Source: an optimization exercise on an open RTL-to-GDS flow (aim: small area, a short achievable clock period and few clock cycles). Production flows keep margins and buffers that such runs may drop. RTL that was checked went through simulation tests only; none was proved equivalent to the original. For run 1, only the layout was checked, not whether the RTL still works. Power and IR drop assume default switching activity.

### flow/flow/run.sh
#!/bin/bash
# The standard layout (standard.sh, unchanged), with four changes made through
# its environment:
#  - synthesis leaves the adders to ABC instead of mapping them to the
#    library's half- and full-adder cells (ADDER_MAP_FILE empty); the rest of
#    the synthesis is standard.sh's own (synth_recipe.tcl: no fsm or share
#    passes, flattened, function nets renamed), so the registers are the
#    standard synthesis's;
#  - the buffers that the flow puts on every input and output port are
#    sky130_fd_sc_hd__buf_2 cells instead of the slower delay cells that
#    buffer_ports picks by default;
#  - repair_timing aims for a setup slack of 11.5 ns, i.e. it sizes the cells
#    of paths slower than about 4.5 ns;
#  - clock tree synthesis uses sky130_fd_sc_hd__clkbuf_8 buffers and no dummy
#    loads.
# The clock, its period and the I/O constraints are the design's, unchanged.
# Each tool's full output is in standard.log in this folder.
export ADDER_MAP_FILE=
export BUFFER_PORTS_ARGS="-buffer_cell sky130_fd_sc_hd__buf_2"
export SETUP_SLACK_MARGIN=11.8
export CTS_ARGS="-sink_clustering_enable -repair_clock_nets -dont_use_dummy_load -buf_list sky130_fd_sc_hd__clkbuf_8"
bash standard.sh > standard.log 2>&1
### flow/standard.sh
#!/bin/bash
# synth_recipe.tcl (not shown) runs the flow's synth.tcl, then flattens the netlist and writes it again
# the make line also repeats each setting of config.mk as NAME=value (left out here)
make -C /OpenROAD-flow-scripts/flow DESIGN_CONFIG=/design/flow/config.mk WORK_HOME=/design/flow/orfs CLKGATE_MAP_FILE= SYNTH_SCRIPT=/design/flow/synth_recipe.tcl "${@:-finish}"
### flow/config.mk
export PLATFORM = sky130hd
export DESIGN_NAME = qrcode_decoder
export DESIGN_NICKNAME = qrcode_decoder
export VERILOG_FILES = /design/flow/design.v
export SDC_FILE = /design/flow/constraint.sdc
export NUM_CORES = 8
export LEC_CHECK = 0
export ABC_AREA = 1
export CAP_MARGIN = 20
export CORE_MARGIN = 2
export CORE_UTILIZATION = 40
export SLEW_MARGIN = 20
### flow/constraint.sdc
create_clock -name core_clock -period 16.0 [get_ports {clk}]
set_input_delay 3.2000 -clock core_clock [delete_from_list [all_inputs] [get_ports {clk}]]
set_output_delay 3.2000 -clock core_clock [all_outputs]
set_load 0.01 [all_outputs]
### flow/design.v
module qrcode_decoder(
    input clk,
    input srst_n,
    input start,
    input sram_rdata,
    output [11:0] sram_raddr,
    output reg [5:0] loc_y,
    output reg [5:0] loc_x,
    output reg [7:0] decode_text,    
    output reg valid,
    output reg finish
);
localparam S_A = 3'd0, S_P = 3'd1, S_Y = 3'd2, S_X = 3'd3, S_V = 3'd4,
           S_M = 3'd5, S_D = 3'd6, S_E = 3'd7;
reg [2:0] st;             
reg       cont;           
reg [5:0] y, x;           
reg       pv;             
reg       pix;            
reg       started;
assign sram_raddr = {y, x};
wire hit = pix && cont;   
reg [5:0] k;              
reg       lx6;            
reg [5:0] s0;             
reg [5:0] s1;             
reg [5:0] s2;             
reg [5:0] s3;             
reg [1:0] cidx, pcidx;    
reg [1:0] rot;
reg [2:0] mask;
wire signed [2:0] cy_lo = s0[5:3], cy_hi = s0[2:0];
wire signed [2:0] cx_lo = s1[5:3], cx_hi = s1[2:0];
wire signed [2:0] pcy = s2[5:3], pcx = s2[2:0];
wire tight = s3[5], wide = s3[4], mid = s3[3], tlm = s3[1], grp = s3[0];
wire [4:0] i = s0[4:0];   
wire [4:0] j = s1[4:0];
wire       inlen = s1[5]; 
wire [4:0] rem = s2[4:0]; 
wire [2:0] mv = s3[2:0];  
wire [2:0] bc = s3[5:3];  
always @* decode_text = {cidx, k};
wire [7:0] sa = 8'd1 << st;    
function maskbit;         
    input [2:0] m;
    input a0, a1, b0;     
    input [1:0] a3, b3;   
    input q;              
    reg t2, p2, p1, p0, t0;
    begin
        t2 = a0 ^ b0;                                   
        p2 = a0 & b0;                                   
        p1 = (a3 == b3) && (a3 != 2'd0);                
        p0 = (a3 == 2'd0) || (b3 == 2'd0);              
        t0 = (a3 == 2'd0) ? (b3 == 2'd0) : (a3 == 2'd1) ? (b3 == 2'd2) : (b3 == 2'd1);  
        case (m)
            3'd0: maskbit = ~t2;
            3'd1: maskbit = ~a0;
            3'd2: maskbit = (b3 == 2'd0);
            3'd3: maskbit = t0;
            3'd4: maskbit = ~(a1 ^ q);
            3'd5: maskbit = ~p2 & p0;
            3'd6: maskbit = ~(p2 ^ p1);
            default: maskbit = ~(t2 ^ p1);
        endcase
    end
endfunction
function [1:0] mod3;
    input [4:0] v;
    begin
        mod3 = v % 3;
    end
endfunction
function [3:0] astep;     
    input [3:0] kk;       
    begin
        astep =
            (kk == 4'd0) ? {2'd0, 2'd1} :
            (kk == 4'd1) ? {2'd1, 2'd3} :
            (kk == 4'd2) ? {2'd0, 2'd1} :
            (kk == 4'd3) ? {2'd3, 2'd2} :
            (kk == 4'd4) ? {2'd1, 2'd0} :
            (kk == 4'd5) ? {2'd2, 2'd1} :
            (kk == 4'd6) ? {2'd0, 2'd1} :
            (kk == 4'd7) ? {2'd0, 2'd2} :
                           {2'd2, 2'd2};
    end
endfunction
function [5:0] astepv;    
    input [1:0] c;
    begin
        case (c)
            2'd0: astepv = 6'd0;
            2'd1: astepv = 6'd21;
            2'd2: astepv = 6'd22;
            default: astepv = 6'd43;
        endcase
    end
endfunction
function [3:0] bstep;     
    input [3:0] kk;       
    begin
        bstep =
            (kk == 4'd1) ? {2'd0, 2'd1} :
            (kk == 4'd2) ? {2'd1, 2'd3} :
            (kk == 4'd3) ? {2'd0, 2'd1} :
            (kk == 4'd4) ? {2'd3, 2'd2} :
            (kk == 4'd5) ? {2'd1, 2'd0} :
            (kk == 4'd6) ? {2'd2, 2'd1} :
            (kk == 4'd7) ? {2'd0, 2'd1} :
            (kk == 4'd8) ? {2'd0, 2'd2} :
                           {2'd2, 2'd2};
    end
endfunction
function [5:0] bstepy;    
    input [1:0] c;
    begin
        case (c)
            2'd0: bstepy = 6'd0;
            2'd1: bstepy = 6'd43;
            2'd2: bstepy = 6'd42;
            default: bstepy = 6'd21;
        endcase
    end
endfunction
function [6:0] bstepx14;  
    input [1:0] c;
    begin
        case (c)
            2'd0: bstepx14 = 7'd14;
            2'd1: bstepx14 = 7'd121;      
            2'd2: bstepx14 = 7'd120;      
            default: bstepx14 = 7'd99;    
        endcase
    end
endfunction
function [5:0] poff;      
    input [3:0] kk;
    begin
        poff =
            (kk == 4'd0)  ? {3'sd0, 3'sd2} :
            (kk == 4'd1)  ? {3'sd0, -3'sd2} :
            (kk == 4'd2)  ? {3'sd2, 3'sd0} :
            (kk == 4'd3)  ? {-3'sd2, 3'sd0} :
            (kk == 4'd4)  ? {3'sd2, 3'sd2} :
            (kk == 4'd5)  ? {-3'sd2, -3'sd2} :
            (kk == 4'd6)  ? {3'sd2, -3'sd2} :
            (kk == 4'd7)  ? {-3'sd2, 3'sd2} :
            (kk == 4'd8)  ? {3'sd0, 3'sd1} :
            (kk == 4'd9)  ? {3'sd0, -3'sd1} :
            (kk == 4'd10) ? {3'sd1, 3'sd0} :
            (kk == 4'd11) ? {-3'sd1, 3'sd0} :
            (kk == 4'd12) ? {3'sd1, 3'sd1} :
            (kk == 4'd13) ? {-3'sd1, -3'sd1} :
            (kk == 4'd14) ? {3'sd1, -3'sd1} :
                            {-3'sd1, 3'sd1};
    end
endfunction
localparam [5:0] P_N = 6'd16;     
function [5:0] x7;        
    input [2:0] c;
    begin
        case (c)
            3'b001: x7 = 6'd7;
            3'b010: x7 = 6'd14;
            3'b111: x7 = 6'd57;
            3'b110: x7 = 6'd50;
            default: x7 = 6'd0;
        endcase
    end
endfunction
function [6:0] x7m14;     
    input [2:0] c;
    begin
        case (c)
            3'b001: x7m14 = 7'd121;
            3'b010: x7m14 = 7'd0;
            3'b111: x7m14 = 7'd107;
            3'b110: x7m14 = 7'd100;
            default: x7m14 = 7'd114;
        endcase
    end
endfunction
function [5:0] x7m20;     
    input [2:0] c;
    begin
        case (c)
            3'b001: x7m20 = 6'd51;
            3'b010: x7m20 = 6'd58;
            3'b111: x7m20 = 6'd37;
            3'b110: x7m20 = 6'd30;
            default: x7m20 = 6'd44;
        endcase
    end
endfunction
function [6:0] x7m34;     
    input [2:0] c;
    begin
        case (c)
            3'b001: x7m34 = 7'd101;
            3'b010: x7m34 = 7'd108;
            3'b111: x7m34 = 7'd87;
            3'b110: x7m34 = 7'd80;
            default: x7m34 = 7'd94;
        endcase
    end
endfunction
function span2;           
    input signed [2:0] lo, hi;
    begin
        span2 = (hi - lo) >= 2;
    end
endfunction
function [5:0] roffy;     
    input s;
    input [2:0] c;
    begin
        case (c)
            3'd0: roffy = s ? 6'd17 : 6'd3;
            3'd1: roffy = s ? 6'd18 : 6'd2;
            3'd2: roffy = s ? 6'd16 : 6'd4;
            3'd3: roffy = s ? 6'd20 : 6'd0;
            default: roffy = s ? 6'd14 : 6'd6;
        endcase
    end
endfunction
function [5:0] roffx;     
    input s;
    input [2:0] c;
    begin
        case (c)
            3'd0: roffx = s ? 6'd61 : 6'd47;
            3'd1: roffx = s ? 6'd62 : 6'd46;
            3'd2: roffx = s ? 6'd60 : 6'd48;
            3'd3: roffx = s ? 6'd0 : 6'd44;
            default: roffx = s ? 6'd58 : 6'd50;
        endcase
    end
endfunction
function [2:0] wmove;     
    input [4:0] a, b;
    reg u;
    begin
        u = (b == 5'd20) || (b == 5'd19) || (b == 5'd16) || (b == 5'd15) ||
            (b == 5'd12) || (b == 5'd11);
        if (!b[0]) wmove = 3'd0;                                    
        else if (u) begin
            if (a == ((b >= 5'd13) ? 5'd9 : 5'd0)) wmove = 3'd0;    
            else if (b <= 5'd12 && a == 5'd7) wmove = 3'd2;         
            else wmove = 3'd1;
        end else begin
            if (a == 5'd20) wmove = 3'd0;
            else if (b <= 5'd12 && a == 5'd5) wmove = 3'd4;
            else wmove = 3'd3;
        end
    end
endfunction
wire [5:0] p_c = poff(k[3:0]);           
wire [5:0] p_n = poff(k[3:0] + 4'd1);    
wire signed [2:0] u_ylo = (hit && pcy < cy_lo) ? pcy : cy_lo;
wire signed [2:0] u_yhi = (hit && pcy > cy_hi) ? pcy : cy_hi;
wire signed [2:0] u_xlo = (hit && pcx < cx_lo) ? pcx : cx_lo;
wire signed [2:0] u_xhi = (hit && pcx > cx_hi) ? pcx : cx_hi;
wire y_ok = span2(u_ylo, u_yhi), x_ok = span2(u_xlo, u_xhi);
wire p_end = (y_ok && x_ok) || k == P_N;    
wire [1:0] cn = cidx + 2'd1;
wire [5:0] kn = (cidx != 2'd3) ? k : (k[2:0] == 3'd4) ? {k[5:3] + 3'd1, 3'd0} : k + 6'd1;
wire v_miss = cont && !pix;
wire v_end = tlm || v_miss || (cidx == 2'd3 && k == 6'o44);
wire [1:0] mc = tlm ? 2'd0 : v_miss ? pcidx : 2'd3;    
reg [1:0] m_rot;
reg [5:0] m_my, m_mx;     
always @* begin
    case (mc)
        2'd0: begin m_rot = 2'd2; m_my = 6'd12; m_mx = 6'd62; end
        2'd1: begin m_rot = 2'd3; m_my = 6'd18; m_mx = 6'd52; end
        2'd2: begin m_rot = 2'd1; m_my = 6'd2;  m_mx = 6'd56; end
        default: begin m_rot = 2'd0; m_my = 6'd8; m_mx = 6'd46; end
    endcase
end
wire [1:0] i3 = mod3(i), j3 = mod3(j);
wire jq = ((j / 3) % 2) == 1;
wire dbit = sram_rdata ^ maskbit(mask, i[0], i[1], j[0], i3, j3, jq);
reg [2:0] mdi, mdj;       
always @* begin
    case (mv)
        3'd0: begin mdi = 3'd0; mdj = 3'd7; end
        3'd1: begin mdi = 3'd7; mdj = 3'd1; end
        3'd2: begin mdi = 3'd6; mdj = 3'd1; end
        3'd3: begin mdi = 3'd1; mdj = 3'd1; end
        default: begin mdi = 3'd2; mdj = 3'd1; end
    endcase
end
wire [2:0] ei = (rot[0] == rot[1]) ? mdi : -mdi;
wire [2:0] ej = rot[1] ? -mdj : mdj;
wire [2:0] wdy = rot[0] ? ej : ei;
wire [2:0] wdx = rot[0] ? ei : ej;
wire [4:0] ni = i + {{2{mdi[2]}}, mdi};
wire [4:0] nj = j + {{2{mdj[2]}}, mdj};
wire [2:0] nmv = wmove(ni, nj);         
reg [5:0] r_ddy, r_ddx, r_dny, r_dnx;    
always @* begin
    case (rot)
        2'd0: begin r_ddy = 6'd9;  r_ddx = 6'd15; r_dny = 6'd0;  r_dnx = 6'd1;  end
        2'd1: begin r_ddy = 6'd15; r_ddx = 6'd55; r_dny = 6'd1;  r_dnx = 6'd0;  end
        2'd2: begin r_ddy = 6'd55; r_ddx = 6'd49; r_dny = 6'd0;  r_dnx = 6'd63; end
        default: begin r_ddy = 6'd49; r_ddx = 6'd9; r_dny = 6'd63; r_dnx = 6'd0; end
    endcase
end
wire [3:0] a_st = astep(k[3:0]);
wire [3:0] b_st = bstep(k[3:0]);
reg [5:0] ayA, byA, ayP, byP, ayY, byY, ayX, byX, ayV, byV, byM, byD;
reg [6:0] axA, bxA, axP, bxP, axY, bxY, axX, bxX, axV, bxV, bxM, bxD;
always @* begin
    ayA = y; byA = hit ? bstepy(b_st[3:2]) : astepv(a_st[3:2]);
    axA = {1'b0, x};
    bxA = hit ? bstepx14(b_st[1:0]) : {1'b0, astepv(a_st[1:0])};
    ayP = loc_y; byP = p_end ? x7m20(u_yhi) : x7(p_n[5:3]);
    axP = {lx6, loc_x}; bxP = x7m14(p_end ? u_xlo : p_n[2:0]);
    ayY = y; axY = hit ? {lx6, loc_x} : {1'b0, x};
    byY = 6'd0; bxY = 7'd0;
    if (hit) begin
        byY = (k[2:0] == 3'd0) ? 6'd63 : 6'd0;
        bxY = x7m34(cx_hi);
    end else case (k[2:0])
        3'd0, 3'd2, 3'd4: bxY = 7'd14;
        3'd1: if (wide || mid) bxY = 7'd107; else begin byY = 6'd1; bxY = 7'd114; end
        3'd3: if (wide) bxY = 7'd107; else begin byY = 6'd1; bxY = 7'd121; end
        default: byY = 6'd1;
    endcase
    ayX = y; axX = {1'b0, x};
    if (hit) begin
        byX = grp ? 6'd44 : 6'd0; bxX = grp ? 7'd20 : 7'd19;
    end else if (!grp) begin byX = 6'd20; bxX = 7'd0; end
    else begin byX = 6'd44; bxX = 7'd1; end
    ayV = loc_y; axV = {1'b0, loc_x};
    byV = v_end ? m_my : roffy(cn[1], kn[5:3]);
    bxV = {1'b0, v_end ? m_mx : roffx(cn[0], kn[2:0])};
    if (k == 6'd2) begin byM = r_ddy; bxM = {1'b0, r_ddx}; end
    else if (k != 6'd0 || started) begin byM = r_dny; bxM = {1'b0, r_dnx}; end
    else begin byM = 6'd0; bxM = 7'd0; end
    byD = {{3{wdy[2]}}, wdy}; bxD = {1'b0, {3{wdx[2]}}, wdx};
end
wire [5:0] ay = ({6{sa[0]}} & ayA) | ({6{sa[1]}} & ayP) | ({6{sa[2]}} & ayY) |
                ({6{sa[3]}} & ayX) | ({6{sa[4]}} & ayV) | ({6{sa[5] | sa[6] | sa[7]}} & y);
wire [6:0] ax = ({7{sa[0]}} & axA) | ({7{sa[1]}} & axP) | ({7{sa[2]}} & axY) |
                ({7{sa[3]}} & axX) | ({7{sa[4]}} & axV) | ({7{sa[5] | sa[6] | sa[7]}} & {1'b0, x});
wire [5:0] by = ({6{sa[0]}} & byA) | ({6{sa[1]}} & byP) | ({6{sa[2]}} & byY) |
                ({6{sa[3]}} & byX) | ({6{sa[4]}} & byV) | ({6{sa[5]}} & byM) | ({6{sa[6]}} & byD);
wire [6:0] bx = ({7{sa[0]}} & bxA) | ({7{sa[1]}} & bxP) | ({7{sa[2]}} & bxY) |
                ({7{sa[3]}} & bxX) | ({7{sa[4]}} & bxV) | ({7{sa[5]}} & bxM) | ({7{sa[6]}} & bxD);
wire [6:0] sy = {1'b0, ay} + {by[5], by};
wire [6:0] sx = ax + bx;
always @(posedge clk) begin
    if (start) started <= 1'b1;
    if (!sa[6]) pcidx <= cidx;
    pix <= sram_rdata & pv; cont <= 1'b1;
    y <= sy[5:0]; x <= sx[5:0]; pv <= 1'b1;
    valid <= 1'b0;
    finish <= 1'b0;
    if (sa[0]) begin
        if (hit) begin
            loc_y <= sy[5:0]; loc_x <= sx[5:0]; lx6 <= (sx[5:0] < 6'd14);
            s0 <= 6'd0; s1 <= 6'd0; s3 <= 6'd0;
            st <= S_P; cont <= 1'b0; k <= 6'd0;
            pv <= (sx[5:0] >= 6'd14);
        end else begin
            k <= (k == 6'd8) ? 6'd0 : k + 6'd1;
        end
    end
    if (sa[1]) begin
        s0 <= {u_ylo, u_yhi}; s1 <= {u_xlo, u_xhi};
        s3[5] <= y_ok && x_ok;
        s3[4] <= !x_ok && !(u_xhi != u_xlo);
        s3[3] <= !x_ok && (u_xhi != u_xlo);
        if (p_end) begin
            st <= S_Y; cont <= 1'b0; k <= 6'd0;
            if (sy[6]) y <= 6'd0;
            if (sx[5:0] > 6'd43) x <= 6'd43;
        end else begin
            k <= k + 6'd1;
            pv <= !sy[6] && !sx[6] && (k != P_N - 6'd1);
        end
        s2 <= p_c;                          
    end
    if (sa[2]) begin
        if (hit) begin
            loc_y <= sy[5:0];                   
            st <= S_X; cont <= 1'b0; s3[1:0] <= 2'b00;
            if (sx[6]) x <= 6'd0;               
        end else begin
            if (k[2:0] == (wide ? 3'd5 : mid ? 3'd3 : 3'd1)) k <= 6'd0;
            else k <= k + 6'd1;
        end
    end
    if (sa[3]) begin
        if (hit) begin
            loc_x <= sx[5:0];                   
            s3[1] <= !grp;
            st <= S_V; cont <= 1'b0; cidx <= 2'd1; k <= 6'd0;
        end else s3[0] <= ~grp;
    end
    if (sa[4]) begin
        if (v_end) begin
            rot <= m_rot;
            if (!mc[1]) loc_y <= loc_y + 6'd20;
            if (mc[0]) loc_x <= loc_x - 6'd20;
            st <= S_M; cont <= 1'b0; k <= 6'd0;
        end else begin
            cidx <= cn; k <= kn;
        end
    end
    if (sa[5]) begin
        case (k[1:0])
            2'd0: mask[2] <= ~sram_rdata;
            2'd1: mask[1] <= sram_rdata;
            default: mask[0] <= ~sram_rdata;
        endcase
        if (k == 6'd2) begin
            st <= S_D; cont <= 1'b0;
            s0 <= {1'b0, 5'd17};            
            s1 <= {1'b1, 5'd19};            
            s2 <= {1'b0, 5'd0};             
            s3 <= {3'd0, 3'd1};             
        end else if (k != 6'd0 || started) k <= k + 6'd1;
    end
    if (sa[6]) begin
        s0[4:0] <= ni; s1[4:0] <= nj; s3[2:0] <= nmv;
        if (inlen) begin
            s2[4:0] <= {rem[3:0], dbit};
            s3[5:3] <= (bc == 3'd4) ? 3'd0 : bc + 3'd1;
            if (bc == 3'd4) s1[5] <= 1'b0;
        end else begin
            {cidx, k} <= {cidx[0], k, dbit};
            s3[5:3] <= bc + 3'd1;
            if (bc == 3'd7) begin
                valid <= 1'b1;
                s2[4:0] <= rem - 5'd1;
                if (rem == 5'd1) begin
                    finish <= 1'b1;
                    st <= S_E; cont <= 1'b0;
                end
            end
        end
    end
    if (!srst_n) begin
        st <= S_A; cont <= 1'b0; y <= 6'd20; x <= 6'd20; pv <= 1'b1;
        started <= 1'b0; k <= 6'd0; valid <= 1'b0; finish <= 1'b0;
    end
end
endmodule
==> results of run 1 <==
## sequential cells by signal, summed over array words and instances (netlist names), 2 cells and up
| register | flops |
|---|---|
| cidx | 2 |
| loc_y | 6 |
| x | 6 |
| pcidx | 2 |
| st | 3 |
| y | 6 |
| rot | 2 |
| k | 6 |
| s1 | 6 |
| loc_x | 6 |
| mask | 3 |
| s2 | 6 |
| s0 | 6 |
| s3 | 6 |
## routing by layer
layer / part of all wire, % / vias up
met5: 0 / -
met4: 3.0 / 0
met3: 8.0 / 51
met2: 44 / 366
met1: 45 / 3878
li1: - / 4181
## layout make-up
cell class / count / area (µm²) / area share (%)
well taps: 229 / 287 / 3.64
multi-input cells: 940 / 4840 / 61.4
flip-flops and latches: 73 / 1610 / 20.4
repair buffers: 51 / 290 / 3.69
inverters: 193 / 729 / 9.26
clock buffers: 9 / 124 / 1.57
## what timing repair did
action,in CTS,in global routing
setup buffers,1,7
resized for setup,10,5
gates cloned,0,0
pin swaps,0,0
setup endpoints to repair,7,9
## cell usage in the layout (no fill, tap or decap), types with 6 or more instances in the layout
cell,n
nand2_1,281
inv_1,165
nor2_1,138
nand3_1,93
o21ai_0,78
a21oi_1,65
dfxtp_1,51
nand2_2,42
buf_2,37
nor3_1,27
inv_2,24
xor2_1,23
o22ai_1,21
nand4_1,19
a31oi_1,14
o211ai_1,14
buf_4,14
edfxtp_1,12
nor2_2,11
o21ai_1,10
o31ai_1,10
clkbuf_8,9
a21oi_2,8
a211oi_1,8
nand2_4,6
nor4_1,6
## through the flow
stage	area, µm²	util [%]
after detailed placement	7660	42.5
after global routing	7880	43.7
after global placement	7660	42.5
after CTS	7810	43.3
final	7880	43.7
after floorplan	7350	-
## final timing paths
kind | from | end | slack [ps] | cells after the start
worst min-delay path | s0[5]$_DFF_P_ | s0[5]$_DFF_P_ | 490 | 2
worst max register to register | k[0]$_SDFF_PN0_ | loc_y[4]$_DFF_P_ | 12150 | 22
worst min register to register | s0[5]$_DFF_P_ | s0[5]$_DFF_P_ | 490 | 2
worst max-delay path | k[2]$_SDFF_PN0_ | decode_text[2] | 11840 | 1
## kinds of logic after synthesis
family / Yosys count / share of synthesized area [%]
xor+xnor: 26 / 3.10
mux: 3 / 0.443
buf+inv: 230 / 12.7
simple gates: 644 / 39.9
compound gates: 266 / 22.2
flops: 73 / 21.5
fa+ha+maj: 1 / 0.136
## worst register-to-register path, cell delays in order (launching register included)
cell     delay [ps]
dfxtp_4         400
inv_1           260
nand2_1         160
nor2_1          190
inv_1           110
nor2_2          250
inv_1           110
nor2_2          510
inv_1           330
nand3_1         160
nor4_1           60
nand2_1         150
nand2_1          90
inv_1            80
nand3_1          90
nand2_1         150
nand2_1          90
nand2_1          60
nand2_1          70
nand2_2          80
xor2_1          220
nand2_1          80
a21oi_1         120
## power by group through the flow
stage / combinational [mW] / sequential, mW / clock [mW]
floorplan: 0.896 / 0.306 / 0
global route: 1.30 / 0.339 / 0.128
finish: 1.16 / 0.330 / 0.118
global placement: 1.13 / 0.332 / 0
CTS: 1.14 / 0.329 / 0.122
detailed placement: 1.13 / 0.332 / 0
## synthesized netlist by cell type (12+ instances only)
cell type,count
clkbuf_1,18
nand2_2,42
nand4_1,19
nor2_1,139
dfxtp_1,61
edfxtp_1,12
o21ai_0,78
a31oi_1,14
a21oi_1,65
o22ai_1,21
inv_2,24
o211ai_1,14
xor2_1,23
inv_1,165
nand2_1,281
nand3_1,93
nor3_1,27
==> results.ini, run 1 <==
[outcome]
status = finished clean

[floorplan]
die_y_um = 140
core_um2 = 18000
io_pins = 38
rows = 49
initial_core_util_pct = 40.8
dieArea_um2 = 19500
die_w_um = 140

[timing]
slew_violations = 0
fin_skew_ps = 31.7
tightest_slew_ps = 862
max_freq_mhz = 240
fin_crit_sh_pct = 26.0
rsz0062_at_grt = yes
holdWs_ps = 485
max_slew_margin_pct = 42.0
min_period_ps = 4160
report.final.hold_viol_count = 0
finalSetupViolations = 0
setup_ws_ps = 11840
tns_ps = 0

[placement]
place_inst = 1478
port_buffers = 37
gp_congestion = 1.05
pre_cts_ws_ps = 11700
dp_hpwl_um = 19900

[job]
cap_violations = 0

[setup_path]
worst_setup_path_end_kind = primary output
cp_cell_sequence = buf_2
cp.required_ps = 12800
start_kind = register
path_buf_inv = 1
slowest_delay_ps = 440
slowest_stage = dfxtp_4
critical-path-top-delay-family = flip-flops
critical_path.max_fanout = 11
critical_path_class = register to primary output
worstPathArrival_ps = 960

[cts]
cts.sinks = 73
clockBufferDepth = 2
htree_levels = 3
cts_root_buffer = clkbuf_8
cts_tree = done
cts_hold_buf = 0
clk_latency_ps = 380
cts_buffers = 9
path_clk_slew_ps = 70

[logic_synthesis]
synth_top_area_cell = dfxtp_1
seq_area_frac_synth_pct = 21.5
synth_top_cell_area_share_pct = 16.6
ys.flop_type = dfxtp_1
synthTopCellsByArea = dfxtp_1, nand2_1, inv_1
synth_edf_count = 12
synth_cell_type_count = 65
synth.net_count = 1247
ys_ff_latch = 73
syn_inst = 1243
async_flop_share_pct = 0
syn_area_per_cell_um2 = 5.91
syn-cell-area_um2 = 7350
ys_warn_count = 1

[routing]
via_count = 8476
ant_nets = 0
drc_errors = 0
vias_per_cell = 5.67
drt-initial-drc-count = 948
dr.pass1.iters = 6
wl_per_cell_um = 17.2
finalWirelength_um = 25700

[grt]
grt_max_degree = 33
antenna_found_initial = 0
grt-ovfl-total = 0
grt_use_met2_pct = 40.5
grt_usage_pct = 26.1
grt_util_met3_pct = 4.82
busiest_layer = met2
grt_pass1_vias = 7565
met1_usage_pct = 36.5
grt_pass1_wl_um = 40600

[finish]
nFillCells = 1983
syn_to_final_growth_pct = 7.15
layout.nets = 1272
antenna_cells = 0
fin_cells = 1495
drive_above_1_share_pct = 14.6

[power]
leakage_nw = 3.67
swShare_pct = 57.6
ir_worst_vdd_v = 0.0000912
finalPower_mw = 1.61
power.internal_uw = 682
p_sw_uw = 927
pwr-share-clk_pct = 7.3
seqPwrFrac_pct = 20.5
combPwrFrac_pct = 72.1
powerDensity_nw_per_um2 = 204

[worst_hold_path]
hold_path.class = register to register

==> run 2: changes to the inputs <==
--- a/flow/design.v
+++ b/flow/design.v
@@ -263,5 +263,5 @@
 wire signed [2:0] u_xhi = (hit && pcx > cx_hi) ? pcx : cx_hi;
 wire y_ok = span2(u_ylo, u_yhi), x_ok = span2(u_xlo, u_xhi);
-wire p_end = (y_ok && x_ok) || k == P_N;    
+wire p_end = tight || k == P_N;
 wire [1:0] cn = cidx + 2'd1;
 wire [5:0] kn = (cidx != 2'd3) ? k : (k[2:0] == 3'd4) ? {k[5:3] + 3'd1, 3'd0} : k + 6'd1;
@@ -316,6 +316,6 @@
     axA = {1'b0, x};
     bxA = hit ? bstepx14(b_st[1:0]) : {1'b0, astepv(a_st[1:0])};
-    ayP = loc_y; byP = p_end ? x7m20(u_yhi) : x7(p_n[5:3]);
-    axP = {lx6, loc_x}; bxP = x7m14(p_end ? u_xlo : p_n[2:0]);
+    ayP = loc_y; byP = p_end ? x7m20(cy_hi) : x7(p_n[5:3]);
+    axP = {lx6, loc_x}; bxP = x7m14(p_end ? cx_lo : p_n[2:0]);
     ayY = y; axY = hit ? {lx6, loc_x} : {1'b0, x};
     byY = 6'd0; bxY = 7'd0;
==> flow/flow/run.sh (replaced) <==
#!/bin/bash
cp -r "$FLOW_HOME/scripts" orfs_scripts
printf '%s\n' 'strash' 'dch' 'amap' 'topo' 'stime -c'  > orfs_scripts/abc_area.script
export SCRIPTS_DIR="$PWD/orfs_scripts"
export ADDER_MAP_FILE=
export BUFFER_PORTS_ARGS="-buffer_cell sky130_fd_sc_hd__buf_2"
export SETUP_SLACK_MARGIN=11.8
export CTS_ARGS="-sink_clustering_enable -repair_clock_nets -dont_use_dummy_load -buf_list sky130_fd_sc_hd__clkbuf_8"
bash standard.sh > standard.log 2>&1
==> run 2 against run 1 <==
Compared with the run above: die area decreased by 18%; register-to-register slack got worse by 450 ps; total power shrank 17%; count of clock-buffer cells in the layout did not move; first-iteration DRC count grew 17%; hold slack better by 27 ps; non-clock buffer count increased by 66; clock skew grew 1.0 ps; core utilization up 11 points; critical path depth increased by 31; cell count fell by 16%; critical path type is now register to register; largest power group unchanged.
==> results.ini, run 2 <==
[routing]
dr.pass1.iters = 5  ; -1
via_count = 7937  ; -6.4%
drc_errors = 0  ; unchanged
finalWirelength_um = 25600  ; -0.39%
drt-initial-drc-count = 1108  ; +17%
wl_per_cell_um = 20.5  ; +19%
ant_nets = 0  ; unchanged
vias_per_cell = 6.35  ; +12%

[setup_path]
critical_path.max_fanout = 10  ; -1
worstPathArrival_ps = 4410  ; +3450 ps
slowest_stage = dfxtp_4
slowest_delay_ps = 410  ; -30 ps
regToRegSetupSlack_ps = 11700  ; -450 ps
worst_setup_path_end_kind = register
endpoint = loc_x[0]$_DFFE_PP_
reg2reg_from = k[0]$_SDFF_PN0_
start_kind = register
rr_endpoint = loc_x[0]$_DFFE_PP_
crit_start = k[0]$_SDFF_PN0_
cpMostUsedCell = buf_6
reg2regPathDepth = 32  ; +45%
critical_path_class = register to register
cp.required_ps = 16110  ; +3310 ps

[finish]
fin_cells = 1250  ; -16%
syn_to_final_growth_pct = 33.3
final_common_cell = nor2_1
layout.nets = 1072  ; -16%
drive_above_1_share_pct = 26.0  ; +11 points
layout_common_cells = nor2_1, clkinv_1, o21ai_0
antenna_cells = 0  ; unchanged
nFillCells = 1439  ; -27%

[floorplan]
io_pins = 38  ; unchanged
dieArea_um2 = 15900  ; -18%
die_w_um = 126  ; -9.5%
die_y_um = 126  ; -9.5%
initial_core_util_pct = 41.0  ; +0.21 points
core_um2 = 14600  ; -19%
rows = 44  ; -10%

[cts]
htree_levels = 3  ; unchanged
cts_buffers = 9  ; unchanged
cts_hold_buf = 0  ; unchanged
cts_tree = done
path_clk_slew_ps = 90  ; +20 ps
clockBufferDepth = 2  ; unchanged
clk_latency_ps = 380  ; about the same
cts_root_buffer = clkbuf_8
cts.sinks = 73  ; unchanged

[grt]
grt_util_met3_pct = 7.43  ; +2.6 points
grt_pass1_wl_um = 38500  ; -5.2%
grt_usage_pct = 30.7  ; +4.7 points
grt_max_degree = 36  ; +9.1%
antenna_found_initial = 0  ; unchanged
grt_pass1_vias = 6949  ; -8.1%
busiest_layer = met2
grt-ovfl-total = 0  ; unchanged
met1_usage_pct = 43.2  ; +6.7 points
grt_use_met2_pct = 45.0  ; +4.5 points

[placement]
port_buffers = 37  ; unchanged
place_inst = 1168  ; -21%
gp_congestion = 0.985  ; -5.9%
dp_hpwl_um = 18400  ; -7.6%

[logic_synthesis]
synth_edf_count = 12  ; unchanged
syn-cell-area_um2 = 5980  ; -19%
async_flop_share_pct = 0  ; unchanged
synth_top_cell_area_share_pct = 20.4  ; +3.8 points
synth.top_cells.by_count = nor2_1, clkinv_1, o21ai_0, a21oi_1, nand2_1
synthTopCellsByArea = dfxtp_1, nor2_1, o21ai_0
synth_top_area_cell = dfxtp_1
synth_cell_type_count = 43  ; -34%
synth.most_common_cell = nor2_1
ys_warn_count = 1  ; unchanged
seq_area_frac_synth_pct = 26.4  ; +4.9 points
syn_inst = 940  ; -24%
ys_ff_latch = 73  ; unchanged
syn_area_per_cell_um2 = 6.36  ; +7.6%
ys.flop_type = dfxtp_1
synth.net_count = 944  ; -24%

[timing]
rsz0062_at_grt = yes
tightest_slew_ps = 876  ; +14.5 ps
fin_crit_sh_pct = 26.9  ; +0.85 points
tns_ps = 0  ; unchanged
slew_violations = 0  ; unchanged
fin_skew_ps = 32.7  ; +0.998 ps
max_freq_mhz = 233  ; -3.2%
finalSetupViolations = 0  ; unchanged
report.final.hold_viol_count = 0  ; unchanged
min_period_ps = 4300  ; +136 ps
max_slew_margin_pct = 40.1  ; -1.9 points

[power]
ir_worst_vdd_v = 0.0000595  ; -35%
leakage_nw = 2.90  ; -21%
powerDensity_nw_per_um2 = 168  ; -18%

[worst_hold_path]
hold_path.class = register to register

[job]
cap_violations = 0  ; unchanged

[outcome]
status = finished clean

run 2: changes by cell type after synthesis, moves of 42 or more:
cell / previous run / this run
nand2_1: 281 / 71
inv_1: 165 / 0
clkinv_1: 2 / 127
nand3_1: 93 / 13
nor2_1: 139 / 215
nand2_2: 42 / 0
run 2: worst min-delay path by stage:
stage,from,to,slack [ps],cells past startpoint
5_1_grt,pv$_SDFF_PN1_,pix$_DFF_P_,550,1
3_5_place_dp,pv$_SDFF_PN1_,pix$_DFF_P_,480,1
3_3_place_gp,pv$_SDFF_PN1_,pix$_DFF_P_,480,1
6_report,loc_y[2]$_DFF_P_,loc_y[2]$_DFF_P_,510,1
2_1_floorplan,pv$_SDFF_PN1_,pix$_DFF_P_,410,1
4_1_cts,pv$_SDFF_PN1_,pix$_DFF_P_,520,1
run 2: where the power goes:
part	internal, mW	switching (mW)	total [mW]
clock network	0.0503	0.0675	0.118
registers	0.246	0.0810	0.327
logic	0.358	0.535	0.892
run 2: layer usage:
metal  vias up  wire length (µm)
li1       3757                 -
met1      3644             10900
met2       448             11100
met3        88              2580
met4         0              1020
met5         -                 0
run 2: stage by stage:
step	power [mW]	setup slack [ps]	hold slack, ps	area, µm²	util, %
finish	1.34	11700	512	7970	54.6
global placement	0.989	10180	481	6470	44.4
global route	1.44	11580	550	7970	54.6
CTS	1.19	11750	517	7220	49.5
detailed placement	0.986	10240	481	6470	44.4
floorplan	0.800	11830	414	6000	-
run 2: worst max-delay path: cells and delay by family, from the launching register on:
family,cells,cell delay [ps]
flip-flops,1,410
AND/OR/NAND/NOR,7,1050
buffers and inverters,18,1560
AO/OA/AOI/OAI,7,1030
run 2: layout make-up:
class	count	area [µm²]	area share [%]
inverter	127	589	7.39
sequential	73	1620	20.3
multi-input combinational	740	4570	57.3
clock buffer	9	124	1.55
tap	184	230	2.89
timing repair buffer	117	841	10.5
run 2: repair_timing:
| item | CTS | global route |
|---|---|---|
| setup endpoints to repair | 35 | 32 |
| setup buffers | 33 | 40 |
| resized for setup | 117 | 130 |
| pin swaps | 15 | 42 |
run 2: cell families (layout without fill, tap and decap cells):
kind of cell | after synthesis | count (layout) | synth area share (%)
flip-flops | 73 | 73 | 26.4
buffers and inverters | 127 | 253 | 7.97
AO/OA/AOI/OAI | 362 | 362 | 39.0
AND/OR/NAND/NOR | 378 | 378 | 26.5
Testbench counts of run 2, summed over its fixed seeds: cycles 24,098.
==> run 3: changes to the inputs <==
--- a/flow/flow/run.sh
+++ b/flow/flow/run.sh
@@ -1,5 +1,5 @@
 #!/bin/bash
 cp -r "$FLOW_HOME/scripts" orfs_scripts
-printf '%s\n' 'strash' 'dch' 'amap' 'topo' 'stime -c'  > orfs_scripts/abc_area.script
+printf '%s\n' 'strash' 'dch' 'map -a' 'topo' 'stime -c' 'buffer -c' 'dnsize -c'  > orfs_scripts/abc_area.script
 export SCRIPTS_DIR="$PWD/orfs_scripts"
 export ADDER_MAP_FILE=
==> run 3 against run 2 <==
Compared with the run above: still clean; total power shrank 21%; via count shrank 0.34%; non-clock buffer count shrank 46; first-iteration DRC count shrank 18%; critical path depth shrank 31; critical path type is now register to primary output; fmax grew 3.0%.
==> results.ini, run 3 <==
[timing]
holdWs_ps = 428  ; -84.5 ps
fin_skew_ps = 19.4  ; -13.3 ps
rsz0062_at_grt = no
fin_crit_sh_pct = 26.1  ; -0.79 points
min_period_ps = 4170  ; -126 ps
finalSetupViolations = 0  ; unchanged
max_freq_mhz = 240  ; +3.0%
report.final.hold_viol_count = 0  ; unchanged
max_slew_margin_pct = 34.0  ; -6.0 points
tns_ps = 0  ; unchanged
tightest_slew_ps = 986  ; +109 ps
slew_violations = 0  ; unchanged

[setup_path]
path_buf_inv = 1  ; -17
worstPathArrival_ps = 970  ; -3440 ps
start_kind = register
cp.required_ps = 12800  ; -3310 ps
reg2regPathDepth = 25  ; -22%
slowest_delay_ps = 420  ; about the same
slowest_stage = edfxtp_1
reg2reg_from = k[3]$_SDFF_PN0_
critical_path_class = register to primary output
regToRegSetupSlack_ps = 11970  ; +270 ps
critical_path.max_fanout = 3  ; -7
cp_cell_sequence = buf_2
worst_setup_path_end_kind = primary output
critical-path-top-delay-family = flip-flops
rr_endpoint = y[5]$_SDFF_PN0_

[routing]
wl_per_cell_um = 18.3  ; -11%
ant_nets = 0  ; unchanged
finalWirelength_um = 24800  ; -3.3%
drt-initial-drc-count = 912  ; -18%
drc_errors = 0  ; unchanged
via_count = 7910  ; -0.34%
dr.pass1.iters = 6  ; +1
vias_per_cell = 5.84  ; -8.0%

[logic_synthesis]
synth_top_area_cell = dfxtp_1
syn-cell-area_um2 = 6460  ; +7.9%
synth_top_cell_area_share_pct = 18.9  ; -1.5 points
synthAdderAreaFrac_pct = 0.155  ; +0.16 points
synth_top_family_by_area = simple AND/OR/NAND/NOR gates
synthTopCellsByArea = dfxtp_1, nor2_1, inv_1
syn_inst = 1088  ; +16%
synth_edf_count = 12  ; unchanged
synth-simple-area-share_pct = 30.3  ; +3.8 points
ys_ff_latch = 73  ; unchanged
synth.top_cells.by_count = nor2_1, inv_1, nand2_1, o21ai_0, a21oi_1
synth_compound_area_share_pct = 27.9  ; -11 points
synthXorXnorAreaFrac_pct = 4.07  ; +4.1 points
synth.net_count = 1092  ; +16%
syn_area_per_cell_um2 = 5.93  ; -6.7%
seq_area_frac_synth_pct = 24.5  ; -1.9 points
async_flop_share_pct = 0  ; unchanged
ys.flop_type = dfxtp_1
ys_warn_count = 1  ; unchanged
synth_cell_type_count = 48  ; +12%
synth.most_common_cell = nor2_1
synthMuxAreaShare_pct = 1.14  ; +1.1 points

[worst_hold_path]
hold_path.class = register to register
hold_end = pix$_DFF_P_
holdPathStages = 2  ; +1
hp-start = pv$_SDFF_PN1_

[floorplan]
die_y_um = 131  ; +3.8%
dieArea_um2 = 17200  ; +7.7%
io_pins = 38  ; unchanged
core_um2 = 15800  ; +8.5%
initial_core_util_pct = 40.8  ; -0.20 points
die_w_um = 131  ; +3.8%
rows = 46  ; +4.5%

[job]
cap_violations = 0  ; unchanged

[finish]
final_common_cell = nor2_1
multi_input_area_um2 = 4270  ; -6.6%
drive_above_1_share_pct = 12.8  ; -13 points
layout.nets = 1144  ; +6.7%
syn_to_final_growth_pct = 14.5
antenna_cells = 0  ; unchanged
layout_common_cells = nor2_1, inv_1, nand2_1
fin_util_pct = 46.7  ; -8.0 points
nFillCells = 1715  ; +19%
seqCellArea_um2 = 1610  ; -0.54%

[power]
power.internal_uw = 521  ; -20%
seqPwrFrac_pct = 28.7  ; +4.2 points
combPwrFrac_pct = 59.8  ; -6.9 points
swShare_pct = 51.0  ; -0.14 points
p_sw_uw = 541  ; -21%
leakage_nw = 3.19  ; +10%
pwr-share-clk_pct = 11.5  ; +2.7 points
ir_worst_vdd_v = 0.0000753  ; +27%
powerDensity_nw_per_um2 = 144  ; -14%

[placement]
port_buffers = 37  ; unchanged
dp_hpwl_um = 18600  ; +0.87%
gp_congestion = 1.02  ; +4.0%

[grt]
antenna_found_initial = 0  ; unchanged
grt-ovfl-total = 0  ; unchanged
grt_pass1_wl_um = 37200  ; -3.4%
grt_usage_pct = 28.6  ; -2.2 points
grt_pass1_vias = 6783  ; -2.4%
grt_max_degree = 27  ; -25%

[cts]
cts_buffers = 9  ; unchanged
clk_latency_ps = 390  ; about the same
cts_tree = done
cts.sinks = 73  ; unchanged
htree_levels = 3  ; unchanged
cts_root_buffer = clkbuf_8
clockBufferDepth = 2  ; unchanged
path_clk_slew_ps = 80  ; about the same

[outcome]
status = finished clean

run 3: tightest hold or removal path: cells and delay by family (launching register included):
kind	cells	cell delay [ps]
flip-flops	1	310
AND/OR/NAND/NOR	1	30
buffers and inverters	1	50
run 3: cell type report:
| class | count | share of cell area, % |
|---|---|---|
| inverter | 174 | 9.14 |
| tap | 216 | 3.66 |
| timing repair buffer | 71 | 5.96 |
| sequential | 73 | 21.8 |
| multi-input combinational | 811 | 57.8 |
| clock buffer | 9 | 1.68 |
run 3: layer usage:
| metal | GRT usage (%) | routed length [µm] | vias up |
|---|---|---|---|
| met5 | 0 | 0 | - |
| met4 | 13.3 | 1070 | 0 |
| met3 | 6.43 | 2570 | 89 |
| met2 | 41.8 | 10300 | 412 |
| met1 | 39.8 | 10800 | 3615 |
| li1 | - | - | 3794 |
run 3: kinds of logic after synthesis:
group,count (synthesis)
multiplexers,7
buffers and inverters,204
adder cells (fa/ha/maj),1
AO/OA/AOI/OAI,300
AND/OR/NAND/NOR,473
XOR/XNOR,30
flip-flops,73
run 3: how the worst max path moves through the flow:
stage	from	end	slack, ps	depth (start not counted)
2_1_floorplan	srst_n	k[3]$_SDFF_PN0_	12250	3
3_3_place_gp	k[3]$_SDFF_PN0_	y[5]$_SDFF_PN0_	11040	24
3_5_place_dp	k[3]$_SDFF_PN0_	x[0]$_SDFF_PN0_	11150	21
4_1_cts	s1[0]$_DFF_P_	x[3]$_SDFF_PN0_	11760	17
5_1_grt	k[2]$_SDFF_PN0_	lx6$_DFFE_PP_	11770	20
6_report	loc_y[0]$_DFFE_PP_	loc_y[0]	11830	1
run 3: power by group through the flow:
stage | clock, mW | combinational, mW | sequential [mW]
2_1_floorplan | 0 | 0.449 | 0.293
3_3_place_gp | 0 | 0.596 | 0.306
3_5_place_dp | 0 | 0.599 | 0.306
4_1_cts | 0.124 | 0.604 | 0.302
5_1_grt | 0.130 | 0.711 | 0.311
6_report | 0.122 | 0.635 | 0.305
run 3: repair_timing:
action                                  4_1_cts  5_1_grt
gates resized for setup                      23       52
endpoints found under the setup margin       30       25
hold buffers                                  0        0
buffers inserted                              2       21
pin swaps                                     0        7
run 3: metrics by stage:
step	cells	area (µm²)	worst slack [ps]	total power [mW]
final	1354	7390	11830	1.06
after global routing	1354	7390	11770	1.15
after CTS	1333	7090	11760	1.03
after detailed placement	1322	6890	11150	0.904
after global placement	1322	6890	11040	0.902
after floorplan	1088	6460	12250	0.742
==> run 4: changes to the inputs <==
--- a/flow/flow/run.sh
+++ b/flow/flow/run.sh
@@ -1,5 +1,5 @@
 #!/bin/bash
 cp -r "$FLOW_HOME/scripts" orfs_scripts
-printf '%s\n' 'strash' 'dch' 'map -a' 'topo' 'stime -c' 'buffer -c' 'dnsize -c'  > orfs_scripts/abc_area.script
+printf '%s\n' 'strash' 'dch' 'amap' 'topo' 'stime -c' 'buffer -c' 'upsize -c' 'dnsize -c'  > orfs_scripts/abc_area.script
 export SCRIPTS_DIR="$PWD/orfs_scripts"
 export ADDER_MAP_FILE=
==> run 4 against run 3 <==
Compared with the run above: still clean on timing, DRC and antenna; synthesized cell count decreased by 10%; fmax decreased by 0.23%; register-to-register slack got worse by 80 ps; cell area increased by 2.0%; first-iteration DRC count decreased by 0.33%; cell count decreased by 7.7%; sequential power increased by 6.9%; sequential share of layout area decreased by 0.44 points; sequential cell count unchanged; die area decreased by 2.1%; clock power about the same; highest routed layer unchanged.
==> results.ini, run 4 <==
[finish]
drive_above_1_share_pct = 20.7  ; +7.9 points
layout_common_cells = nor2_1, inv_1, o21ai_0
fin_area_um2 = 7540  ; +2.0%
final_common_cell = nor2_1
antenna_cells = 0  ; unchanged
syn_to_final_growth_pct = 19.4
fin_util_pct = 49.2  ; +2.5 points
layout.nets = 1045  ; -8.7%

[routing]
wl_per_cell_um = 19.6  ; +7.2%
vias_per_cell = 6.18  ; +5.8%
dr.pass1.iters = 7  ; +1
finalWirelength_um = 24500  ; -1.0%
drt-initial-drc-count = 909  ; -0.33%
via_count = 7725  ; -2.3%
drc_errors = 0  ; unchanged
ant_nets = 0  ; unchanged

[grt]
grt_pass1_wl_um = 37000  ; -0.65%
grt_pass1_vias = 6732  ; -0.75%
grt_max_degree = 36  ; +33%
grt-ovfl-total = 0  ; unchanged
antenna_found_initial = 0  ; unchanged
grt_usage_pct = 28.5  ; about the same

[setup_path]
path_buf_inv = 1  ; unchanged
start_kind = register
critical_path_class = register to primary output
slowest_delay_ps = 430  ; about the same
critical-path-top-delay-family = flip-flops
worstPathArrival_ps = 980  ; about the same
cp_cell_sequence = buf_2
worst_setup_path_end_kind = primary output
critical_path.max_fanout = 3  ; unchanged
cp.required_ps = 12800  ; about the same
slowest_stage = edfxtp_1

[logic_synthesis]
syn_area_per_cell_um2 = 6.46  ; +8.9%
ys_warn_count = 1  ; unchanged
synth_top_cell_area_share_pct = 19.3  ; +0.43 points
synth.net_count = 981  ; -10%
syn_inst = 977  ; -10%
async_flop_share_pct = 0  ; unchanged
syn-cell-area_um2 = 6310  ; -2.2%
synth_cell_type_count = 69  ; +44%
synth.top_cells.by_count = nor2_1, inv_1, o21ai_0, a21oi_1, nand2_1
seq_area_frac_synth_pct = 25.0  ; +0.55 points
ys_ff_latch = 73  ; unchanged
synthTopCellsByArea = dfxtp_1, nor2_1, o21ai_0
synth_edf_count = 12  ; unchanged
synth_top_area_cell = dfxtp_1
ys.flop_type = dfxtp_1
synth.most_common_cell = nor2_1

[cts]
cts_tree = done
clk_latency_ps = 380  ; about the same
htree_levels = 3  ; unchanged
cts_buffers = 9  ; unchanged
path_clk_slew_ps = 90  ; about the same
cts_root_buffer = clkbuf_8
clockBufferDepth = 2  ; unchanged
cts.sinks = 73  ; unchanged

[power]
combPwrFrac_pct = 63.9  ; +4.1 points
p_sw_uw = 639  ; +18%
seqPwrFrac_pct = 26.4  ; -2.3 points
swShare_pct = 51.8  ; +0.83 points
power.internal_uw = 595  ; +14%
ir_worst_vdd_v = 0.0000660  ; -12%
pwr-share-clk_pct = 9.7  ; -1.8 points
powerDensity_nw_per_um2 = 164  ; +14%
leakage_nw = 3.00  ; -6.0%

[floorplan]
die_w_um = 130  ; -1.1%
dieArea_um2 = 16800  ; -2.1%
core_um2 = 15300  ; -3.2%
io_pins = 38  ; unchanged
initial_core_util_pct = 41.2  ; +0.43 points
rows = 45  ; -2.2%
die_y_um = 130  ; -1.1%

[timing]
max_freq_mhz = 239  ; -0.23%
finalSetupViolations = 0  ; unchanged
min_period_ps = 4180  ; +9.50 ps
fin_crit_sh_pct = 26.1  ; +0.059 points
fin_skew_ps = 27.4  ; +8.09 ps
report.final.hold_viol_count = 0  ; unchanged
max_slew_margin_pct = 34.9  ; +0.87 points
slew_violations = 0  ; unchanged
rsz0062_at_grt = yes
tightest_slew_ps = 952  ; -34.0 ps
tns_ps = 0  ; unchanged
setup_ws_ps = 11820  ; -9.50 ps

[worst_hold_path]
hold_path.class = register to register

[placement]
dpl_cell_area_um2 = 6680  ; -3.1%
pre_cts_ws_ps = 11140  ; -8.80 ps
dp_hpwl_um = 18000  ; -3.0%
port_buffers = 37  ; unchanged
gp_congestion = 1.08  ; +4.9%

[outcome]
status = finished clean

[job]
cap_violations = 0  ; unchanged

## run 4: cell families (layout without fill, tap and decap cells)
kind of cell	count (synthesis)	in the layout	share of synthesized area (%)
compound gates	362	362	38.1
flops	73	73	25.0
simple gates	378	378	26.8
buf+inv	164	226	10.0
## run 4: repair_timing
item	4_1_cts	5_1_grt
pin swaps	2	14
setup endpoints to repair	28	29
hold buffers	0	0
gates cloned	0	0
resized for setup	25	80
setup buffers	17	27
## run 4: final timing paths
check | from | end | slack [ps] | cells after the start
hold reg to reg | pv$_SDFF_PN1_ | pix$_DFF_P_ | 440 | 1
setup / recovery | loc_y[1]$_DFFE_PP_ | loc_y[1] | 11820 | 1
hold / removal | pv$_SDFF_PN1_ | pix$_DFF_P_ | 440 | 1
setup reg to reg | st[1]$_SDFF_PN0_ | pv$_SDFF_PN1_ | 11890 | 25
## run 4: per-stage QoR
step | power (mW) | hold slack [ps] | cells
after floorplan | 0.827 | 414 | 977
final | 1.23 | 437 | 1250
after global placement | 1.00 | 421 | 1197
after CTS | 1.15 | 431 | 1223
after detailed placement | 1.01 | 424 | 1197
after global routing | 1.33 | 459 | 1250
## run 4: area by class of cell
cell class / count / area [µm²]
timing repair buffer: 90 / 599
multi-input combinational: 740 / 4420
clock buffer: 9 / 124
inverter: 127 / 520
tap: 211 / 264
fill: 1622 / 7780
sequential: 73 / 1610
## run 4: metal layers
layer / wire, µm / GRT usage (%)
met5: 0 / 0
met4: 865 / 9.30
met3: 2130 / 6.23
met2: 10600 / 44.0
met1: 10900 / 39.6
## run 4: power groups by stage
stage | logic, mW | clock network [mW] | registers [mW]
after global placement | 0.679 | 0 | 0.323
after detailed placement | 0.683 | 0 | 0.323
after CTS | 0.710 | 0.122 | 0.318
final | 0.789 | 0.119 | 0.326
after floorplan | 0.530 | 0 | 0.297
after global routing | 0.870 | 0.127 | 0.332
==> run 5: changes to the inputs <==
--- a/flow/flow/run.sh
+++ b/flow/flow/run.sh
@@ -1,5 +1,5 @@
 #!/bin/bash
 cp -r "$FLOW_HOME/scripts" orfs_scripts
-printf '%s\n' 'strash' 'dch' 'amap' 'topo' 'stime -c' 'buffer -c' 'upsize -c' 'dnsize -c'  > orfs_scripts/abc_area.script
+printf '%s\n' 'strash' 'dch' 'map -a' 'topo' 'stime -c' 'buffer -c' 'upsize -c' 'dnsize -c'  > orfs_scripts/abc_area.script
 export SCRIPTS_DIR="$PWD/orfs_scripts"
 export ADDER_MAP_FILE=
==> run 5 against run 4 <==
Compared with the run above: total power shrank 13%; register-to-register slack gained 140 ps; sequential power shrank 7.4%; sequential cell count is the same; cell area shrank 1.1%; cell count grew 7.4%; largest power group unchanged.
==> results.ini, run 5 <==
[grt]
grt-ovfl-total = 0  ; unchanged
grt_usage_pct = 27.5  ; -1.0 points
antenna_found_initial = 0  ; unchanged
grt_pass1_wl_um = 38800  ; +4.9%
grt_max_degree = 27  ; -25%
grt_pass1_vias = 7177  ; +6.6%

[logic_synthesis]
synth_top_area_cell = dfxtp_1
syn-cell-area_um2 = 6830  ; +8.2%
synth.most_common_cell = nor2_1
ys.flop_type = dfxtp_1
async_flop_share_pct = 0  ; unchanged
synth.top_cells.by_count = nor2_1, inv_1, nand2_1, a21oi_1, o21ai_0
ys_warn_count = 1  ; unchanged
syn_inst = 1088  ; +11%
synthTopCellsByArea = dfxtp_1, nor2_1, inv_1
ys_ff_latch = 73  ; unchanged
synth_top_cell_area_share_pct = 17.9  ; -1.5 points
seq_area_frac_synth_pct = 23.2  ; -1.9 points
synth.net_count = 1092  ; +11%
syn_area_per_cell_um2 = 6.28  ; -2.9%
synth_cell_type_count = 76  ; +10%
synth_edf_count = 12  ; unchanged

[setup_path]
critical-path-top-delay-family = flip-flops
worst_setup_path_end_kind = primary output
slowest_stage = edfxtp_1
cp.required_ps = 12800  ; about the same
critical_path.max_fanout = 3  ; unchanged
slowest_delay_ps = 430  ; about the same
start_kind = register
worstPathArrival_ps = 970  ; about the same
path_buf_inv = 1  ; unchanged
cp_cell_sequence = buf_2
critical_path_class = register to primary output

[finish]
layout_common_cells = nor2_1, inv_1, nand2_1
fin_util_pct = 44.8  ; -4.4 points
layout.nets = 1128  ; +7.9%
syn_to_final_growth_pct = 9.07
final_common_cell = nor2_1
drive_above_1_share_pct = 15.5  ; -5.2 points
antenna_cells = 0  ; unchanged
nFillCells = 1814  ; +12%
fin_cells = 1342  ; +7.4%

[routing]
finalWirelength_um = 24700  ; +0.65%
wl_per_cell_um = 18.4  ; -6.2%
ant_nets = 0  ; unchanged
via_count = 7762  ; +0.48%
drc_errors = 0  ; unchanged
dr.pass1.iters = 6  ; -1
vias_per_cell = 5.78  ; -6.4%
drt-initial-drc-count = 1004  ; +10%

[power]
leakage_nw = 3.15  ; +4.9%
ir_worst_vdd_v = 0.0000644  ; -2.4%
powerDensity_nw_per_um2 = 144  ; -12%

[floorplan]
die_w_um = 135  ; +3.9%
initial_core_util_pct = 41.0  ; -0.18 points
core_um2 = 16600  ; +8.7%
rows = 47  ; +4.4%
io_pins = 38  ; unchanged
dieArea_um2 = 18100  ; +7.9%
die_y_um = 135  ; +3.9%

[job]
cap_violations = 0  ; unchanged

[placement]
gp_congestion = 1.05  ; -2.8%
dp_hpwl_um = 18700  ; +3.4%
port_buffers = 37  ; unchanged
pre_cts_ws_ps = 11890  ; +751 ps
place_inst = 1322  ; +10%

[timing]
max_slew_margin_pct = 29.3  ; -5.6 points
report.final.hold_viol_count = 0  ; unchanged
min_period_ps = 4170  ; -5.30 ps
fin_crit_sh_pct = 26.1  ; -0.033 points
slew_violations = 0  ; unchanged
rsz0062_at_grt = yes
tns_ps = 0  ; unchanged
fin_skew_ps = 17.2  ; -10.3 ps
max_freq_mhz = 240  ; +0.13%
setup_ws_ps = 11830  ; +5.30 ps
holdWs_ps = 426  ; -10.5 ps
finalSetupViolations = 0  ; unchanged
tightest_slew_ps = 1060  ; +105 ps

[cts]
clockBufferDepth = 2  ; unchanged
htree_levels = 3  ; unchanged
cts_tree = done
cts_buffers = 9  ; unchanged
path_clk_slew_ps = 90  ; about the same
cts.sinks = 73  ; unchanged
cts_root_buffer = clkbuf_8
clk_latency_ps = 380  ; about the same

[outcome]
status = finished clean

[worst_hold_path]
hold_path.class = register to register

-- run 5: worst paths after layout --
check | start | endpoint | slack [ps] | cells past startpoint
worst min-delay path | pv$_SDFF_PN1_ | pix$_DFF_P_ | 430 | 2
worst min register to register | pv$_SDFF_PN1_ | pix$_DFF_P_ | 430 | 2
worst max register to register | cont$_SDFF_PN0_ | x[2]$_SDFF_PN1_ | 12030 | 16
worst max-delay path | loc_y[0]$_DFFE_PP_ | loc_y[0] | 11830 | 1
-- run 5: tightest hold or removal path: cells and delay by family, from the launching register on --
kind	cells	cell delay, ps
buffers and inverters	1	50
flip-flops	1	300
AND/OR/NAND/NOR	1	40
-- run 5: logic make-up (layout without fill, tap and decap cells) --
group	count (synthesis)	in the layout	share of synthesized area (%)
flops	73	73	23.2
mux	7	7	1.08
simple gates	473	473	31.6
compound gates	300	300	27.7
buf+inv	204	238	12.1
xor+xnor	30	30	4.23
fa+ha+maj	1	1	0.165
-- run 5: per-stage QoR --
| step | area (µm²) | power, mW |
|---|---|---|
| finish | 7450 | 1.08 |
| global route | 7450 | 1.18 |
| CTS | 7330 | 1.06 |
| detailed placement | 7190 | 0.938 |
| global placement | 7190 | 0.932 |
| floorplan | 6830 | 0.780 |
-- run 5: repair_timing --
action | CTS | global route
gates cloned | 0 | 1
hold buffers | 0 | 0
setup endpoints to repair | 7 | 23
setup buffers | 0 | 10
resized for setup | 10 | 16
-- run 5: area by class of cell --
type | count | area, µm² | area share (%)
Multi-Input combinational cell | 811 | 4450 | 59.7
Sequential cell | 73 | 1610 | 21.6
Inverter | 174 | 676 | 9.07
Timing Repair Buffer | 54 | 313 | 4.20
Tap cell | 220 | 275 | 3.69
Clock buffer | 9 | 124 | 1.66
Timing Repair inverter | 1 | 5.00 | 0.0672
-- run 5: power by group --
part	internal, mW	total, mW	switching, mW
registers	0.241	0.302	0.0609
logic	0.235	0.651	0.417
clock network	0.0504	0.122	0.0720
total	0.526	1.08	0.550
-- run 5: routing by layer --
layer / vias up / GRT usage [%] / share of wire (%)
met4: 0 / 12.4 / 3.7
met1: 3551 / 38.3 / 45
met5: - / 0 / 0
met3: 75 / 6.08 / 8.7
met2: 374 / 40.6 / 43
li1: 3762 / - / -
==> run 6: changes to the inputs <==
--- a/flow/flow/run.sh
+++ b/flow/flow/run.sh
@@ -1,5 +1,5 @@
 #!/bin/bash
 cp -r "$FLOW_HOME/scripts" orfs_scripts
-printf '%s\n' 'strash' 'dch' 'map -a' 'topo' 'stime -c' 'buffer -c' 'upsize -c' 'dnsize -c'  > orfs_scripts/abc_area.script
+printf '%s\n' 'strash' 'dc2' 'dch' 'map -a' 'topo' 'stime -c' 'buffer -c' 'upsize -c' 'dnsize -c'  > orfs_scripts/abc_area.script
 export SCRIPTS_DIR="$PWD/orfs_scripts"
 export ADDER_MAP_FILE=
==> run 6 against run 5 <==
Compared with the run above: still clean on timing, DRC and antenna; core utilization increased by 0.34 points; via count decreased by 3.7%; clock power about the same; synthesized cell count decreased by 4.0%; critical path type unchanged; critical endpoint is now decode_text[2]; largest cell class unchanged.
==> results.ini, run 6 <==
[setup_path]
worstPathArrival_ps = 990  ; +20 ps
slowest_delay_ps = 440  ; about the same
critical-path-top-delay-family = flip-flops
worst_setup_path_end_kind = primary output
critical_path.max_fanout = 11  ; +8
start_kind = register
slowest_stage = dfxtp_4
critical_path_class = register to primary output
path_buf_inv = 1  ; unchanged
cp.required_ps = 12800  ; about the same
cp_cell_sequence = buf_2

[routing]
drc_errors = 0  ; unchanged
finalWirelength_um = 24200  ; -1.9%
drt-initial-drc-count = 914  ; -9.0%
via_count = 7475  ; -3.7%
ant_nets = 0  ; unchanged
vias_per_cell = 5.78  ; -0.13%
dr.pass1.iters = 5  ; -1
wl_per_cell_um = 18.7  ; +1.7%

[timing]
tns_ps = 0  ; unchanged
tightest_slew_ps = 739  ; -318 ps
fin_crit_sh_pct = 26.2  ; +0.071 points
slew_violations = 0  ; unchanged
rsz0062_at_grt = yes
finalSetupViolations = 0  ; unchanged
report.final.hold_viol_count = 0  ; unchanged
max_slew_margin_pct = 50.5  ; +21 points
min_period_ps = 4190  ; +11.3 ps
max_freq_mhz = 239  ; -0.27%
fin_skew_ps = 29.2  ; +12.0 ps

[grt]
grt_pass1_vias = 6837  ; -4.7%
grt_pass1_wl_um = 38000  ; -2.2%
grt-ovfl-total = 0  ; unchanged
grt_max_degree = 33  ; +22%
grt_usage_pct = 27.7  ; +0.16 points
antenna_found_initial = 0  ; unchanged

[logic_synthesis]
synth_top_area_cell = dfxtp_1
synth-simple-area-share_pct = 29.0  ; -2.6 points
synthAdderAreaFrac_pct = 0  ; -0.16 points
synthMuxAreaShare_pct = 1.40  ; +0.32 points
ys.flop_type = dfxtp_1
synth.most_common_cell = nor2_1
syn_area_per_cell_um2 = 6.24  ; -0.65%
synth.net_count = 1048  ; -4.0%
synthTopCellsByArea = dfxtp_1, nor2_1, nand2_1
synth.top_cells.by_count = nor2_1, nand2_1, inv_1, o21ai_0, a21oi_1
synth_compound_area_share_pct = 28.6  ; +0.90 points
synth_cell_type_count = 63  ; -17%
synthXorXnorAreaFrac_pct = 5.23  ; +1.0 points
syn_inst = 1044  ; -4.0%
synth_edf_count = 12  ; unchanged
async_flop_share_pct = 0  ; unchanged
syn-cell-area_um2 = 6510  ; -4.7%
ys_warn_count = 1  ; unchanged
seq_area_frac_synth_pct = 24.3  ; +1.1 points
synth_top_cell_area_share_pct = 18.8  ; +0.88 points
synth_top_family_by_area = simple AND/OR/NAND/NOR gates
ys_ff_latch = 73  ; unchanged

[job]
cap_violations = 0  ; unchanged

[finish]
seqCellArea_um2 = 1600  ; -0.16%
layout_common_cells = nor2_1, nand2_1, inv_1
fin_cells = 1294  ; -3.6%
syn_to_final_growth_pct = 10.0
drive_above_1_share_pct = 14.6  ; -0.94 points
layout.nets = 1084  ; -3.9%
final_common_cell = nor2_1
fin_area_um2 = 7160  ; -3.8%
nFillCells = 1737  ; -4.2%
multi_input_area_um2 = 4230  ; -4.9%
antenna_cells = 0  ; unchanged

[floorplan]
die_w_um = 132  ; -2.3%
dieArea_um2 = 17300  ; -4.5%
io_pins = 38  ; unchanged
die_y_um = 132  ; -2.3%
initial_core_util_pct = 41.0  ; -0.053 points
rows = 46  ; -2.1%
core_um2 = 15900  ; -4.5%

[cts]
cts_buffers = 9  ; unchanged
clockBufferDepth = 2  ; unchanged
cts_root_buffer = clkbuf_8
cts.sinks = 73  ; unchanged
cts_tree = done
path_clk_slew_ps = 80  ; about the same
htree_levels = 3  ; unchanged
clk_latency_ps = 390  ; about the same

[power]
leakage_nw = 2.98  ; -5.2%
finalPower_uw = 920  ; -14%
powerDensity_nw_per_um2 = 128  ; -11%
ir_worst_vdd_v = 0.0000667  ; +3.6%

[placement]
gp_congestion = 1.02  ; -2.1%
place_inst = 1275  ; -3.6%
dpl_cell_area_um2 = 6890  ; -4.2%
dp_hpwl_um = 18600  ; about the same
port_buffers = 37  ; unchanged

[outcome]
status = finished clean

[worst_hold_path]
hold_path.class = register to register

run 6: layout make-up:
cell class | instances | share of cell area (%)
multi-input cells | 777 | 59.1
flip-flops and latches | 73 | 22.4
inverters | 167 | 8.92
repair buffers | 50 | 3.96
well taps | 216 | 3.77
clock buffers | 9 | 1.73
repair inverters | 2 | 0.140
run 6: path summary, 6_finish.rpt:
check	startpoint	endpoint	slack, ps	cells after the start
max reg2reg	k[0]$_SDFF_PN0_	pv$_SDFF_PN1_	12040	25
min	pv$_SDFF_PN1_	pix$_DFF_P_	430	2
min reg2reg	pv$_SDFF_PN1_	pix$_DFF_P_	430	2
max	k[2]$_SDFF_PN0_	decode_text[2]	11810	1
run 6: routing by layer:
metal  track usage [%]  vias up  share of wire [%]
met2              41.5      352                 43
met4              10.1        0                3.3
met1              39.7     3458                 46
li1                  -     3610                  -
met5                 0        -                  0
met3              4.48       55                8.0
run 6: timing repair:
item,in CTS,in global routing
endpoints found under the setup margin,14,21
hold buffers,0,0
gates cloned,1,2
buffers inserted,0,7
gates resized for setup,14,17
run 6: power by group:
part	switching (mW)	internal (mW)	total [mW]
combinational	0.332	0.178	0.509
sequential	0.0553	0.235	0.290
clock	0.0699	0.0503	0.120
run 6: metrics by stage:
stage | hold slack (ps) | setup slack, ps | utilization (%)
after CTS | 429 | 11740 | 44.3
after global routing | 475 | 11760 | 45.1
after detailed placement | 418 | 11730 | 43.3
after floorplan | 388 | 12260 | -
final | 432 | 11810 | 45.1
after global placement | 416 | 11730 | 43.3
run 6: kinds of logic after synthesis:
family | Yosys count
and+or+nand+nor | 433
muxes | 9
buffers and inverters | 194
AOI/OAI and AO/OA | 297
xor gates and xnor gates | 38
DFF | 73

## port drivers added, routing unchanged
The flow's constraints put no driver on any port. The routed layouts listed below were extracted and timed again, unchanged, in two steps.
Step 1 (the two cells are an assumption about what drives the block):
set clk [get_ports {clk}]
set_driving_cell -lib_cell sky130_fd_sc_hd__clkbuf_16 $clk
set_driving_cell -lib_cell sky130_fd_sc_hd__buf_2 [delete_from_list [all_inputs] $clk]
Step 2 also shifts input and output timing later by t, the mid clock arrival at the registers, as if the neighbouring blocks saw the same clock.
Three values: no drivers, after step 1, after step 2; two values: the first two.
run	t, ns	setup WS [ns]	pins driven straight from the clock port
run 1	0.405	11.840 / 11.802 / 11.648	1
run 2	0.400	11.704 / 11.704 / 11.381	1
run 3	0.416	11.830 / 11.789 / 11.672	1
run 4	0.412	11.821 / 11.779 / 11.557	1
run 5	0.410	11.826 / 11.784 / 11.863	1
run 6	0.417	11.815 / 11.775 / 11.644	1
After both steps setup and hold are still met in every run listed. The setup slack of run 2, which loses most, moves by 0.000 ns with the drivers and by -0.323 ns with both steps.
